This design comes from an exercise in tuning for small area on the open sky130 flow, not from production work. Only simulation tests tie the RTL to the original design; equivalence was not proved. No activity file was given, so power comes from the tool's default toggle rates.

$ cat design/flow/design.v
module controlador(
    clk, 
    reset,
    tarjeta_recibida, 
    tipo_trans, 
    digito_stb, 
    digito, 
    pin_correcto, 
    monto_stb,
    monto, 
    balance_inicial, 
    balance_stb, 
    balance_actualizado, 
    entregar_dinero, 
    pin_incorrecto, 
    advertencia,
    bloqueo, 
    fondos_insuficientes);
input clk;
input reset;
input tarjeta_recibida;
input tipo_trans;
input digito_stb;
input monto_stb;
input [3:0] digito;
input [15:0] pin_correcto;
input [31:0] monto;
input [63:0] balance_inicial;
output reg balance_stb, entregar_dinero, pin_incorrecto, advertencia, bloqueo, fondos_insuficientes;
output reg [63:0] balance_actualizado;
localparam Esperando_Tarjeta  = 4'b0000;
localparam Digitar_numero  = 4'b0001;
localparam Digitaron_cuatro  = 4'b0010;
localparam Elegir_tramite  = 4'b0011;
localparam Digitar_monto_retiro  = 4'b0100;
localparam Digitar_monto_depo  = 4'b0101;
localparam Act_balance  = 4'b0110;
localparam Act_balance_retiro  = 4'b0111;
localparam P_incorrecto_una  = 4'b1000;
localparam P_incorrecto_dos = 4'b1001;
localparam P_incorrecto_tres = 4'b1010;
reg [15:0] pin_ingresado;
reg [3:0] contador_digitos;
reg [3:0] state, next_state;
reg [1:0] contador_fallos;
always @(*) begin
    next_state = state;
    case (state)
    Esperando_Tarjeta: begin
        if (tarjeta_recibida == 1) begin
            next_state = Digitar_numero;
        end
    end
    Digitar_numero: begin  
        if (contador_digitos == 4'd4) begin  
            next_state = Digitaron_cuatro;
        end
    end
    Digitaron_cuatro: begin  
        if (pin_ingresado == pin_correcto) begin
            next_state = Elegir_tramite;
        end else begin
            if (contador_fallos == 0)
                next_state = P_incorrecto_una;   
            else if (contador_fallos == 1) 
                next_state = P_incorrecto_dos;   
            else 
                next_state = P_incorrecto_tres;  
        end
    end
    Elegir_tramite: begin
         if (tipo_trans == 0) begin
                next_state = Digitar_monto_depo;
            end else begin
                next_state = Digitar_monto_retiro;
                end 
    end
    Digitar_monto_retiro: begin
        if (monto > balance_inicial)begin
                next_state = Esperando_Tarjeta;
                end else begin
                    next_state = Act_balance_retiro;
                    end
    end
    Digitar_monto_depo: begin
        if (monto_stb == 1) begin
        next_state = Act_balance;
        end
    end
    Act_balance: begin
        next_state = Esperando_Tarjeta;
    end
    Act_balance_retiro: begin
        next_state = Esperando_Tarjeta;
    end
    P_incorrecto_una: begin
        next_state = Digitar_numero;  
    end
    P_incorrecto_dos: begin
        next_state = Digitar_numero;  
    end
    P_incorrecto_tres: begin
        if (reset == 0) begin
            next_state = Esperando_Tarjeta;
        end
    end
    endcase
end
always @(posedge clk) begin
    if (reset == 0) begin
        balance_actualizado <= 0;
        balance_stb <= 0;
        entregar_dinero <= 0;
        pin_incorrecto <= 0;
        advertencia <= 0;
        bloqueo <= 0;
        fondos_insuficientes <= 0;
        pin_ingresado <= 0;
        contador_digitos <= 0;
        state <= Esperando_Tarjeta;
        contador_fallos <= 0; 
    end else begin
        case (state)
        Esperando_Tarjeta: begin  
            balance_actualizado <= 64'd0;
            balance_stb <= 0;
            fondos_insuficientes <= 0;
            pin_ingresado <= 16'd0;
            entregar_dinero <= 0;
            bloqueo <=0;
        end
        Digitar_numero: begin  
            if (digito_stb == 1) begin
                pin_ingresado <= {pin_ingresado[11:0], digito};
                contador_digitos <= contador_digitos + 1;
            end
        end
        Digitaron_cuatro: begin  
           if (pin_ingresado != pin_correcto) begin
           contador_fallos <= contador_fallos + 1;
           end
        end
        Elegir_tramite: begin  
            contador_fallos <= 0;  
            contador_digitos <= 0;
            pin_incorrecto <= 0;
            advertencia <= 0;
        end
        Digitar_monto_retiro: begin  
            if (monto_stb == 1) begin
                if (monto > balance_inicial)begin
                fondos_insuficientes <= 1;
                end
            end
        end
        Digitar_monto_depo: begin  
        end
        Act_balance: begin  
            balance_actualizado <= balance_inicial + monto;
            balance_stb <= 1;
        end
        Act_balance_retiro: begin  
            balance_actualizado <= balance_inicial - monto;
            balance_stb <= 1;
            entregar_dinero <= 1;
        end
        P_incorrecto_una: begin  
             contador_digitos <= 0;  
             pin_incorrecto <= 1;  
             pin_ingresado <= 0;
        end
        P_incorrecto_dos: begin  
            contador_digitos <= 0;  
            advertencia <= 1;  
            pin_ingresado <= 0;
        end
        P_incorrecto_tres: begin  
            bloqueo <= 1;
        end
        endcase
        state <= next_state;
    end
end
endmodule
$ cat design/flow/config.mk
export PLATFORM = sky130hd
export DESIGN_NAME = controlador
export DESIGN_NICKNAME = controlador
export VERILOG_FILES = /design/flow/design.v
export SDC_FILE = /design/flow/constraint.sdc
export NUM_CORES = 4
export LEC_CHECK = 0
export CAP_MARGIN = 20
export CORE_MARGIN = 2
export CORE_UTILIZATION = 40
export PLACE_DENSITY = 0.6
export SLEW_MARGIN = 20
$ cat design/flow/constraint.sdc
create_clock -name core_clock -period 5.0 [get_ports {clk}]
set_input_delay 1.0000 -clock core_clock [delete_from_list [all_inputs] [get_ports {clk}]]
set_output_delay 1.0000 -clock core_clock [all_outputs]
set_load 0.01 [all_outputs]
$ cat design/flow/run.sh
#!/bin/bash
# synth_recipe.tcl (not shown) runs the flow's synth.tcl, then flattens the netlist and writes it again
# the make line also repeats each setting of config.mk as NAME=value (left out here)
make -C /OpenROAD-flow-scripts/flow DESIGN_CONFIG=/design/flow/config.mk WORK_HOME=/design/flow/orfs CLKGATE_MAP_FILE= SYNTH_SCRIPT=/design/flow/synth_recipe.tcl finish
==> results by group, run 1 <==
Outcome
  – Status: no timing/DRC/antenna violations

Clocking
  – Post-cts resize count: 0
  – Post-CTS Hold Buffers: 0
  – Reg clk slew, reported paths: 80 ps
  – Worst-Skew Late Latency: 370 ps
  – Clock root buffer: clkbuf_16
  – CTS Buffer Depth: 2
  – Post-CTS setup buffer count: 0
  – H-tree levels: 3
  – Clk sinks: 96
  – CTS tree: built
  – CTS Buf Count: 9

Finish
  – Layout cells sized above 1: 7.07%
  – Layout filler cell count: 2353
  – Fin area: 12000 um^2
  – Syn-to-layout area delta: 25.9%
  – Layout Utilization: 51.2%
  – Final nets: 1645
  – Register Area: 1920 um^2
  – Area of the multi-input gates: 6930 um^2
  – Layout Cells excl Fill: 1776
  – N_diodes: 0

Power and ir drop
  – Power after layout: 2.39 mW
  – Part of the power in the clock network: 31.1%
  – P_leak: 4.35 nW
  – Internal Power: 1.50 mW
  – P_sw: 0.895 mW
  – Combinational share of power: 35.1%
  – Pwr per Cell Area: 199 nW/um^2
  – Max rail drop VDD: 0.128 mV
  – Sw frac: 37.4%
  – Register share of total power: 33.8%

Place
  – Placed standard-cell area: 11700 um^2
  – Detailed placement HPWL: 25.3 mm
  – Placed cells: 1760
  – Pre-CTS setup slack: 61.2 ps
  – Placer's final routability congestion estimate: 0.977
  – IO buf count: 191

Detailed routing
  – Via-per-instance ratio: 5.99
  – Vias: 10636
  – Detailed Route WL: 34.4 mm
  – First drt pass iteration count: 5
  – DRC: 0
  – Routed len/inst: 19.4 um
  – Post-route ant nets: 0
  – Drt initial violations: 956

STA
  – Final Cycle Share: 91.1%
  – RSZ-0062 raised after global routing: false
  – Setup WS post-layout: 445 ps
  – Fmax: 220 MHz
  – Slew Limit Fails: 0
  – Final setup TNS: 0 ps
  – Hold Fails Final Rpt: 0
  – Final setup fails: 0
  – WHS: 451 ps
  – Worst-margin pin slew: 967 ps
  – Min Tclk post-route: 4550 ps
  – Slew HR: 35.5%
  – Clk_skew: 7.08 ps

Setup path
  – CP max-delay cell: a2111oi_0
  – WP data required: 5250 ps
  – Setup CP Type: in2reg
  – Crit path largest cell delay: 560 ps
  – Worst EP arrival: 4810 ps
  – Reg-to-reg endpoint: balance_actualizado[20]
  – R2R depth: 6
  – Setup crit start kind: input port
  – R2R Setup Slk: 1900 ps
  – Most used cell, CP: nor4_1
  – Worst Path Max Fanout: 19
  – Crit path cell chain: clkdlybuf4s50_1 > inv_1 > ha_1 > buf_4 > nor3_2 > nand3_1 > a2111oi_0 > nor4_1 > o31ai_2 > a31oi_4 > nor4_1 > xor2_1 > a221oi_1 > nor2_1
  – R2R Path Start: state[1]
  – Crit end category: register

Min path
  – Hold Crit Depth: 2
  – Hold Path End: balance_actualizado[17]
  – Hold_sp: balance_actualizado[17]
  – Min-delay worst type: reg2reg

Global route
  – Vias in the first global route: 9994
  – Global-route wire length before repair: 53.3 mm
  – Initial antenna violation count: 0
  – All-Layer GR Usage: 26.7%
  – Grt total ovfl: 0
  – Largest net degree at the start of global routing: 60

Logic synthesis
  – FFs w/ async S/R, synth: 0%
  – Mux contribution to synthesized area: 0.223%
  – Sequential area share after synthesis: 20.1%
  – Yosys warns: 1
  – Largest family of logic cells by synthesized area: compound AO/OA/AOI/OAI gates
  – Post-synth EDFFs: 0
  – Top post-synthesis cells by area: dfxtp_1 (20%), ha_1 (9.0%), a21oi_1 (6.5%)
  – Syn_nets: 1506
  – Yosys top cell area share: 20.1%
  – Yosys reg bits: 96
  – Area leader, netlist: dfxtp_1
  – Area fraction in compound gates after synthesis: 32.8%
  – Xor/xnor cell area share of the yosys netlist: 6.79%
  – Cell area after synthesis: 9540 um^2
  – Post-Synthesis Cells: 1313
  – Adder-Cell Fraction of Synth Area: 9.47%
  – Yosys cell types: 99
  – Dominant synthesized flop cell: dfxtp_1
  – Synth Area in Simple Gates: 23.0%
  – Synthesized area per cell: 7.27 um^2

Floorplanning
  – Die ar.: 25100 um^2
  – Row count: 56
  – Chip height: 158 um
  – # IOs: 192
  – Initial Util: 40.7%
  – Core Region: 23500 um^2
  – Die Wd: 158 um

Job
  – Max Cap Viol: 0
-- layout make-up --
cell class                      instances  share of cell area, %
Tap cell                              319                   3.32
Clock buffer                            9                   1.88
Sequential cell                        96                   16.0
Clock inverter                          7                  0.656
Inverter                               78                   2.44
Multi-Input combinational cell       1043                   57.7
Timing Repair Buffer                  224                   18.0
-- registers in the layout, summed over array words and instances (netlist names) --
name / count
advertencia: 1
balance_actualizado: 64
balance_stb: 1
bloqueo: 1
contador_digitos: 4
contador_fallos: 2
entregar_dinero: 1
fondos_insuficientes: 1
pin_incorrecto: 1
pin_ingresado: 16
state: 4
-- how the worst max path moves through the flow --
stage | from | end | slack, ps
after floorplan | balance_inicial[0] | balance_actualizado[38] | 1240
after global placement | monto[19] | balance_actualizado[48] | 80
after detailed placement | monto[19] | balance_actualizado[50] | 60
after CTS | monto[19] | balance_actualizado[50] | 440
after global routing | monto[22] | balance_actualizado[50] | 210
final | monto[20] | balance_actualizado[50] | 450
-- power by group through the flow --
stage	clock network [mW]	registers [mW]	logic, mW
6_report	0.743	0.809	0.839
3_5_place_dp	0	0.826	0.822
4_1_cts	0.763	0.809	0.828
5_1_grt	0.793	0.812	0.909
3_3_place_gp	0	0.826	0.824
2_1_floorplan	0	0.828	0.496
-- per-layer routing --
metal	wire, um	up-vias	global-route usage, %
met5	0	-	0
met4	563	0	6.69
met3	2130	46	3.32
met2	15700	405	43.7
met1	15900	5061	37.3
li1	-	5124	-
-- worst max-delay path, delay by kind of cell --
family	cells	cell delay, ps
AND/OR/NAND/NOR	5	1120
XOR/XNOR	1	110
buffers and inverters	3	760
AO/OA/AOI/OAI	4	1460
adder cells (fa/ha/maj)	1	320
-- cell usage after synthesis (all sizes together), types with 13 or more instances --
master  count
a21oi     125
xnor2      50
a21o       15
ha         69
nor2b      13
xor2       24
o21bai     21
nor3       47
a221oi     16
nor4       26
a22oi      40
buf        31
nand4      29
a211oi     13
nand2      77
or3        18
dfxtp      96
a31oi      18
nand3      29
o21ai      89
clkbuf     65
inv        77
nor2      145
-- kinds of logic after synthesis --
family / Yosys count
AOI/OAI and AO/OA: 461
and+or+nand+nor: 435
buffers and inverters: 174
DFF: 96
xor gates and xnor gates: 74
adders and majority gates: 71
muxes: 2
-- cells in the final DEF, fill, tap and decap left out, types with 21 or more instances in the layout --
cell               n
nand4_1           29
nand3_1           28
nand2_1           76
xor2_1            24
a22oi_1           39
o21bai_1          21
clkdlybuf4s50_1  191
buf_4             33
nor3_1            44
nor4_1            21
xnor2_1           50
dfxtp_1           96
a21oi_1          123
ha_1              69
inv_1             74
o21ai_0           81
nor2_1           142
==> inputs of run 2 (changes only) <==
==> design/flow/design.v (replaced) <==
module controlador(
    clk,
    reset,
    tarjeta_recibida,
    tipo_trans,
    digito_stb,
    digito,
    pin_correcto,
    monto_stb,
    monto,
    balance_inicial,
    balance_stb,
    balance_actualizado,
    entregar_dinero,
    pin_incorrecto,
    advertencia,
    bloqueo,
    fondos_insuficientes);
input clk;
input reset;
input tarjeta_recibida;
input tipo_trans;
input digito_stb;
input monto_stb;
input [3:0] digito;
input [15:0] pin_correcto;
input [31:0] monto;
input [63:0] balance_inicial;
output reg balance_stb, entregar_dinero, pin_incorrecto, advertencia, bloqueo, fondos_insuficientes;
output reg [63:0] balance_actualizado;
localparam S_E  = 4'd0;   
localparam S_D0 = 4'd1;   
localparam S_D1 = 4'd2;
localparam S_D2 = 4'd3;
localparam S_D3 = 4'd4;
localparam S_D4 = 4'd5;
localparam S_C  = 4'd6;   
localparam S_P  = 4'd7;   
localparam S_X  = 4'd8;   
localparam S_T  = 4'd9;   
localparam S_R  = 4'd10;  
localparam S_W  = 4'd11;  
localparam S_A  = 4'd12;  
localparam S_B  = 4'd13;  
reg [3:0] state, next_state;
reg [15:0] pin_ingresado;
wire sub = (state == S_R) || (state == S_B);
wire [31:0] lo = balance_inicial[31:0];
wire [31:0] hi = balance_inicial[63:32];
wire [31:0] x = monto ^ {32{sub}};
wire [31:0] p = lo ^ x;
wire [31:0] g = lo & x;
wire [7:0] bg, bp;
wire [8:0] bc;
wire [32:0] c;
assign bc[0] = sub;
genvar i, j;
generate for (i = 0; i < 8; i = i + 1) begin : g_blk
    assign bp[i] = &p[4*i+3:4*i];
    assign bg[i] = g[4*i+3] | (p[4*i+3] & g[4*i+2]) | (p[4*i+3] & p[4*i+2] & g[4*i+1])
                 | (p[4*i+3] & p[4*i+2] & p[4*i+1] & g[4*i]);
    assign bc[i+1] = bg[i] | (bp[i] & bc[i]);
    assign c[4*i] = bc[i];
    for (j = 0; j < 3; j = j + 1) begin : g_in
        assign c[4*i+j+1] = g[4*i+j] | (p[4*i+j] & c[4*i+j]);
    end
end endgenerate
assign c[32] = bc[8];
wire [31:0] s_lo = p ^ c[31:0];
wire [31:0] t = hi ^ {32{sub}};
wire G = c[32] ^ sub;
wire [32:0] pa;  
wire [8:0] tb;   
assign tb[0] = 1'b1;
generate for (i = 0; i < 8; i = i + 1) begin : g_hb
    assign tb[i+1] = tb[i] & (&t[4*i+3:4*i]);
    assign pa[4*i] = tb[i];
    for (j = 0; j < 3; j = j + 1) begin : g_hi
        assign pa[4*i+j+1] = pa[4*i+j] & t[4*i+j];
    end
end endgenerate
assign pa[32] = tb[8];
wire [31:0] s_hi = hi ^ ({32{G}} & pa[31:0]);
wire [63:0] sum = {s_hi, s_lo};
wire gt = G & pa[32];  
always @(*) begin
    next_state = state;
    case (state)
    S_E:  if (tarjeta_recibida) next_state = S_D0;
    S_D0: if (digito_stb) next_state = S_D1;
    S_D1: if (digito_stb) next_state = S_D2;
    S_D2: if (digito_stb) next_state = S_D3;
    S_D3: if (digito_stb) next_state = S_D4;
    S_D4: next_state = S_C;
    S_C:  next_state = (pin_ingresado == pin_correcto) ? S_T : (advertencia ? S_X : S_P);
    S_P:  next_state = S_D0;
    S_X:  next_state = S_X;
    S_T:  next_state = tipo_trans ? S_R : S_W;
    S_R:  next_state = gt ? S_E : S_B;
    S_W:  if (monto_stb) next_state = S_A;
    S_A:  next_state = S_E;
    S_B:  next_state = S_E;
    default: next_state = S_E;
    endcase
end
wire upd = (state == S_A) || (state == S_B);
always @(posedge clk) begin
    if (digito_stb)
        pin_ingresado <= {pin_ingresado[11:0], digito};
end
always @(posedge clk) begin
    if (reset == 0) begin
        state <= S_E;
        balance_actualizado <= 0;
        balance_stb <= 0;
        entregar_dinero <= 0;
        pin_incorrecto <= 0;
        advertencia <= 0;
        bloqueo <= 0;
        fondos_insuficientes <= 0;
    end else begin
        state <= next_state;
        balance_actualizado <= upd ? sum : 64'd0;
        balance_stb <= upd;
        entregar_dinero <= (state == S_B);
        bloqueo <= (state == S_X);
        fondos_insuficientes <= (state == S_R) && monto_stb && gt;
        if (state == S_P) begin
            pin_incorrecto <= 1'b1;
            advertencia <= pin_incorrecto;
        end else if (state == S_T) begin
            pin_incorrecto <= 1'b0;
            advertencia <= 1'b0;
        end
    end
end
endmodule
==> results by group, run 2 <==
Detailed routing
  – First drt pass iteration count: 4
  – Met1 WL: 7.00 mm
  – Vias: 5596
  – Post-route ant nets: 0
  – Drt initial violations: 360
  – Met2 WL: 8.28 mm
  – Via-per-instance ratio: 5.26
  – Routed len/inst: 15.8 um
  – DRC: 0
  – Routed wl met3: 1.23 mm
  – Max layer used: met4
  – Detailed Route WL: 16.8 mm

STA
  – Slew Limit Fails: 0
  – Clk_skew: 5.84 ps
  – Setup WS post-layout: 606 ps
  – Worst-margin pin slew: 1010 ps
  – Final setup TNS: 0 ps
  – Min Tclk post-route: 4390 ps
  – WHS: 478 ps
  – Hold Fails Final Rpt: 0
  – Final setup fails: 0
  – Final Cycle Share: 87.9%
  – RSZ-0062 raised after global routing: false
  – Slew HR: 32.9%
  – Fmax: 228 MHz

Floorplanning
  – Row count: 45
  – Core Region: 15100 um^2
  – Die Wd: 128 um
  – Chip height: 128 um
  – # IOs: 192
  – Initial Util: 40.7%
  – Die ar.: 16400 um^2

Place
  – Placer's final routability congestion estimate: 0.871
  – Placed cells: 1047
  – Detailed placement HPWL: 12.8 mm
  – Placed standard-cell area: 8250 um^2
  – Pre-CTS setup slack: 324 ps
  – IO buf count: 191

Setup path
  – Setup CP Type: reg2reg
  – CP max-delay cell: and2_2
  – Critical path's top delay family: adder cells
  – WP data required: 5230 ps
  – R2R Setup Slk: 610 ps
  – Reg-to-reg endpoint: balance_actualizado[31]
  – CP Buf/Inv Count: 1
  – Worst EP arrival: 4630 ps
  – Setup crit start kind: register
  – Crit path cell chain: nand4bb_1 > and2_2 > buf_4 > xnor2_1 > ha_1 > nand2_1 > o21a_1 > a21boi_0 > nor2_1 > o21a_1 > nor2_1 > fa_1 > fa_1 > fa_1 > xor2_1 > nor2_1
  – Worst Path Max Fanout: 19
  – Crit path largest cell delay: 540 ps
  – R2R Path Start: state[0]
  – R2R depth: 16
  – Crit end category: register

Global route
  – Largest net degree at the start of global routing: 41
  – Grt total ovfl: 0
  – Vias in the first global route: 5740
  – Global-route wire length before repair: 27.7 mm
  – All-Layer GR Usage: 21.3%
  – Initial antenna violation count: 0

Min path
  – Hold Path End: pin_ingresado[7]
  – Min-delay worst type: reg2reg
  – Hold Crit Depth: 0
  – Hold_sp: pin_ingresado[3]

Finish
  – Most frequent cells in the layout: clkdlybuf4s50_1 (191), dfxtp_1 (74), xnor2_1 (63)
  – N_diodes: 0
  – Syn-to-layout area delta: 39.1%
  – Layout Utilization: 56.6%
  – Top Registers: balance_actualizado: 64 flops, pin_ingresado: 16 flops, state: 4 flops
  – Max reg flops: 64
  – Most common cell after layout, fill and taps aside: clkdlybuf4s50_1
  – Most flops, register: balance_actualizado
  – Layout Cells excl Fill: 1063
  – Layout cells sized above 1: 5.03%
  – Final nets: 1047
  – Layout filler cell count: 1360
  – Fin area: 8550 um^2

Power and ir drop
  – Combinational share of power: 22.3%
  – P_leak: 3.23 nW
  – Internal Power: 1.30 mW
  – Pwr per Cell Area: 218 nW/um^2
  – Part of the power in the clock network: 36.9%
  – Power after layout: 1.86 mW
  – Max rail drop VDD: 0.169 mV
  – Register share of total power: 40.8%
  – P_sw: 0.554 mW
  – Sw frac: 29.8%

Clocking
  – Clock root buffer: clkbuf_16
  – CTS Buf Count: 9
  – Clk sinks: 90
  – Reg clk slew, reported paths: 70 ps
  – Post-CTS setup buffer count: 0
  – Post-CTS Hold Buffers: 0
  – Post-cts resize count: 0
  – CTS tree: built
  – Worst-Skew Late Latency: 360 ps
  – CTS Buffer Depth: 2
  – H-tree levels: 3

Logic synthesis
  – Yosys reg bits: 90
  – Post-Synthesis Cells: 689
  – FFs w/ async S/R, synth: 0%
  – Post-synth EDFFs: 16
  – Sequential area share after synthesis: 31.9%
  – Yosys cell types: 62
  – Synthesized area per cell: 8.91 um^2
  – Most frequent cell after synthesis: dfxtp_1
  – Top post-synthesis cells by count: dfxtp_1 (74), xnor2_1 (63), nor2_1 (60), nand2_1 (56), inv_1 (50)
  – Area leader, netlist: dfxtp_1
  – Cell area after synthesis: 6140 um^2
  – Dominant synthesized flop cell: dfxtp_1
  – Syn_nets: 866
  – Yosys top cell area share: 24.1%
  – Yosys warns: 1
  – Top post-synthesis cells by area: dfxtp_1 (24%), xnor2_1 (9.0%), edfxtp_1 (7.8%)

Outcome
  – Status: no timing/DRC/antenna violations

Job
  – Max Cap Viol: 0
==> run 2: final cells by class <==
class                      count  area [um^2]  share of cell area [%]
timing repair buffer         206         2020                    23.7
sequential                    90         1960                    23.0
multi-input combinational    513         3840                    45.0
clock inverter                 7         66.3                   0.776
inverter                      50          188                    2.20
tap                          188          235                    2.75
clock buffer                   9          225                    2.64
==> run 2: worst max path at each step <==
stage / start / end / slack (ps) / cells after the start
2_1_floorplan: state[2] / balance_actualizado[27] / 120 / 23
3_3_place_gp: monto[11] / balance_actualizado[27] / 380 / 15
3_5_place_dp: monto[10] / balance_actualizado[27] / 320 / 15
4_1_cts: state[0] / balance_actualizado[31] / 600 / 16
5_1_grt: state[0] / balance_actualizado[31] / 290 / 16
6_report: state[0] / balance_actualizado[31] / 610 / 16
==> run 2: power by group through the flow <==
stage                     registers, mW  logic, mW  clock network (mW)
after floorplan                   0.772      0.234                   0
after global placement            0.775      0.401                   0
after detailed placement          0.776      0.413                   0
after CTS                         0.759      0.416               0.701
after global routing              0.761      0.465               0.729
final                             0.759      0.414               0.686
==> run 2: routing by layer <==
metal / vias to the layer above / GRT usage (%)
met2: 163 / 36.3
met5: - / 0
met3: 19 / 6.05
li1: 2756 / -
met4: 0 / 7.24
met1: 2658 / 25.9
==> run 2: worst reg2reg max path, delay by kind of cell (launching register included) <==
| family | cells | cell delay [ps] |
|---|---|---|
| fa+ha+maj | 4 | 1620 |
| simple gates | 6 | 1110 |
| compound gates | 3 | 530 |
| buf+inv | 1 | 390 |
| flops | 1 | 370 |
| xor+xnor | 2 | 240 |
==> run 2: cells by family after synthesis <==
family / synth area share, %
compound gates: 10.6
xor+xnor: 9.70
buf+inv: 5.56
flops: 31.9
simple gates: 23.5
fa+ha+maj: 14.0
mux: 4.73
==> inputs of run 3 (changes only) <==
==> design/flow/flow/run.sh (new file) <==
#!/bin/bash
# Standard ORFS layout, but the port buffers are the smallest plain buffer
# (buffer_ports otherwise picks a delay cell, sky130_fd_sc_hd__clkdlybuf4s50_1).
set -euo pipefail
export BUFFER_PORTS_ARGS="-buffer_cell sky130_fd_sc_hd__buf_1"
bash standard.sh > standard.log 2>&1
==> design/flow/standard.sh (new file) <==
#!/bin/bash
# synth_recipe.tcl (not shown) runs the flow's synth.tcl, then flattens the netlist and writes it again
# the make line also repeats each setting of config.mk as NAME=value (left out here)
make -C /OpenROAD-flow-scripts/flow DESIGN_CONFIG=/design/flow/config.mk WORK_HOME=/design/flow/orfs CLKGATE_MAP_FILE= SYNTH_SCRIPT=/design/flow/synth_recipe.tcl "${@:-finish}"
removed: design/flow/run.sh
==> results by group, run 3 <==
Outcome
  – Status: no timing/DRC/antenna violations

Global route
  – All-Layer GR Usage: 19.1%
  – Global-route wire length before repair: 25.1 mm
  – Largest net degree at the start of global routing: 41
  – Vias in the first global route: 5140
  – Grt total ovfl: 0
  – Initial antenna violation count: 0

Finish
  – Top Registers: balance_actualizado: 64 flops, pin_ingresado: 16 flops, state: 4 flops
  – Final nets: 1050
  – Syn-to-layout area delta: 20.1%
  – Max reg flops: 64
  – Layout cells sized above 1: 5.35%
  – Fin area: 7370 um^2
  – Layout filler cell count: 1519
  – N_diodes: 0
  – Layout Cells excl Fill: 1066
  – Most frequent cells in the layout: buf_1 (191), dfxtp_1 (74), xnor2_1 (63)
  – Most flops, register: balance_actualizado
  – Most common cell after layout, fill and taps aside: buf_1
  – Layout Utilization: 48.9%

Detailed routing
  – Vias: 5397
  – Via-per-instance ratio: 5.06
  – Detailed Route WL: 15.3 mm
  – DRC: 0
  – Routed len/inst: 14.3 um
  – Post-route ant nets: 0
  – Drt initial violations: 380
  – First drt pass iteration count: 7

STA
  – RSZ-0062 raised after global routing: false
  – Worst-margin pin slew: 842 ps
  – Setup WS post-layout: 676 ps
  – Min Tclk post-route: 4320 ps
  – Final setup fails: 0
  – Fmax: 231 MHz
  – WHS: 477 ps
  – Hold Fails Final Rpt: 0
  – Slew HR: 43.7%
  – Final Cycle Share: 86.5%
  – Final setup TNS: 0 ps
  – Clk_skew: 6.16 ps
  – Slew Limit Fails: 0

Logic synthesis
  – Yosys warns: 1
  – Dominant synthesized flop cell: dfxtp_1
  – Area leader, netlist: dfxtp_1
  – Syn_nets: 866
  – Yosys reg bits: 90
  – Cell area after synthesis: 6140 um^2
  – Sequential area share after synthesis: 31.9%
  – Top post-synthesis cells by area: dfxtp_1 (24%), xnor2_1 (9.0%), edfxtp_1 (7.8%)
  – Synthesized area per cell: 8.91 um^2
  – Yosys cell types: 62
  – Top post-synthesis cells by count: dfxtp_1 (74), xnor2_1 (63), nor2_1 (60), nand2_1 (56), inv_1 (50)
  – Yosys top cell area share: 24.1%
  – FFs w/ async S/R, synth: 0%
  – Post-Synthesis Cells: 689
  – Post-synth EDFFs: 16
  – Most frequent cell after synthesis: dfxtp_1

Floorplanning
  – # IOs: 192
  – Die ar.: 16400 um^2
  – Chip height: 128 um
  – Initial Util: 40.7%
  – Core Region: 15100 um^2
  – Die Wd: 128 um
  – Row count: 45

Setup path
  – Most used cell, CP: fa_1
  – Stages on worst setup path: 16
  – Crit path largest cell delay: 520 ps
  – Critical path's top delay family: adder cells
  – WP data required: 5220 ps
  – CP max-delay cell: and2_2
  – R2R depth: 16
  – Crit path cell chain: nand4bb_1 > and2_2 > xnor2_1 > ha_1 > nand4_1 > nor3_1 > o21ai_0 > and2_1 > a21oi_1 > nor2_1 > o21a_1 > fa_1 > fa_1 > fa_1 > xor2_1 > nor2_1
  – Setup crit start kind: register
  – Setup CP Type: reg2reg
  – Crit end category: register
  – Last element of the critical path: balance_actualizado[27]
  – Worst EP arrival: 4550 ps
  – Critical path startpoint: state[0]
  – R2R Path Start: state[0]
  – CP Buf/Inv Count: 0
  – Reg-to-reg endpoint: balance_actualizado[27]
  – R2R Setup Slk: 680 ps
  – Worst Path Max Fanout: 19

Power and ir drop
  – Pwr per Cell Area: 244 nW/um^2
  – Max rail drop VDD: 0.143 mV
  – P_leak: 2.76 nW
  – Power after layout: 1.80 mW

Clocking
  – Post-cts resize count: 0
  – Post-CTS Hold Buffers: 0
  – Reg clk slew, reported paths: 70 ps
  – Clk sinks: 90
  – CTS Buffer Depth: 2
  – Worst-Skew Late Latency: 340 ps
  – H-tree levels: 3
  – Post-CTS setup buffer count: 0
  – Clock root buffer: clkbuf_16
  – CTS tree: built
  – CTS Buf Count: 9

Min path
  – Hold_sp: pin_ingresado[11]
  – Min-delay worst type: reg2reg

Place
  – Detailed placement HPWL: 11.6 mm
  – IO buf count: 191
  – Placer's final routability congestion estimate: 0.838
  – Placed standard-cell area: 7080 um^2
  – Pre-CTS setup slack: 618 ps
  – Placed cells: 1050

Job
  – Max Cap Viol: 0
-- run 3: cell counts after synthesis --
No cell type changed its count.
-- run 3: how the worst min path moves through the flow --
| stage | cells past startpoint | slack, ps | to |
|---|---|---|---|
| after floorplan | 0 | 450 | pin_ingresado[10] |
| after global placement | 0 | 450 | pin_ingresado[5] |
| after detailed placement | 0 | 460 | pin_ingresado[8] |
| after CTS | 0 | 470 | pin_ingresado[8] |
| after global routing | 0 | 480 | pin_ingresado[8] |
| final | 0 | 480 | pin_ingresado[15] |
-- run 3: kinds of logic after synthesis --
logic type | synth area share, %
AOI/OAI and AO/OA | 10.6
xor gates and xnor gates | 9.70
adders and majority gates | 14.0
buffers and inverters | 5.56
DFF | 31.9
muxes | 4.73
and+or+nand+nor | 23.5
-- run 3: final cells by class --
class                      count  area, um^2  area share (%)
sequential                    90        1960            26.6
tap                          188         235            3.19
clock inverter                 7        67.6           0.916
timing repair buffer         209         852            11.6
multi-input combinational    513        3840            52.1
clock buffer                   9         225            3.05
inverter                      50         188            2.54
-- run 3: metal layers --
| metal | share of wire, % | track usage, % | up-vias |
|---|---|---|---|
| met2 | 46 | 31.1 | 140 |
| met3 | 6.4 | 4.92 | 12 |
| met1 | 46 | 25.4 | 2483 |
| met4 | 1.2 | 4.91 | 0 |
| li1 | - | - | 2762 |
| met5 | 0 | 0 | - |
-- run 3: worst register-to-register path, cell delays in order (launching register included) --
cell	delay, ps
dfxtp_1	370
nand4bb_1	150
and2_2	520
xnor2_1	170
ha_1	380
nand4_1	140
nor3_1	210
o21ai_0	150
and2_1	220
a21oi_1	140
nor2_1	90
o21a_1	220
fa_1	410
fa_1	420
fa_1	410
xor2_1	140
nor2_1	50
-- run 3: power by group --
part	internal [mW]	total [mW]	switching (mW)
Combinational	0.147	0.353	0.206
Clock	0.354	0.689	0.335
Sequential	0.751	0.759	0.00790

## separate check: timing with driven ports
The flow's constraints put no driver on any port. The routed layouts listed below were extracted and timed again, unchanged, in two steps.
Step 1 sets driving cells, clkbuf_16 on the clock port and buf_2 on the other inputs (assumed; they add their load-dependent delay and slew).
Step 2, shift: input delay + t, output delay - t, t = (earliest + latest rising clock arrival at the registers) / 2. This alone moves slack from input paths to output paths.
a / b / c = ideal ports / drivers / drivers and shift; a / b = the first two.
run | shift t [ns] | slack for setup (ns) | worst setup path at the end
run 1 | 0.408 | 0.445 / 0.442 / 0.033 | input to register
run 2 | 0.395 | 0.606 / 0.606 / 0.345 | input to register
run 3 | 0.382 | 0.676 / 0.676 / 0.649 | input to register
After both steps every run listed still meets setup and hold. The setup slack of run 1, which loses most, moves by -0.003 ns with the drivers and by -0.412 ns with both steps.
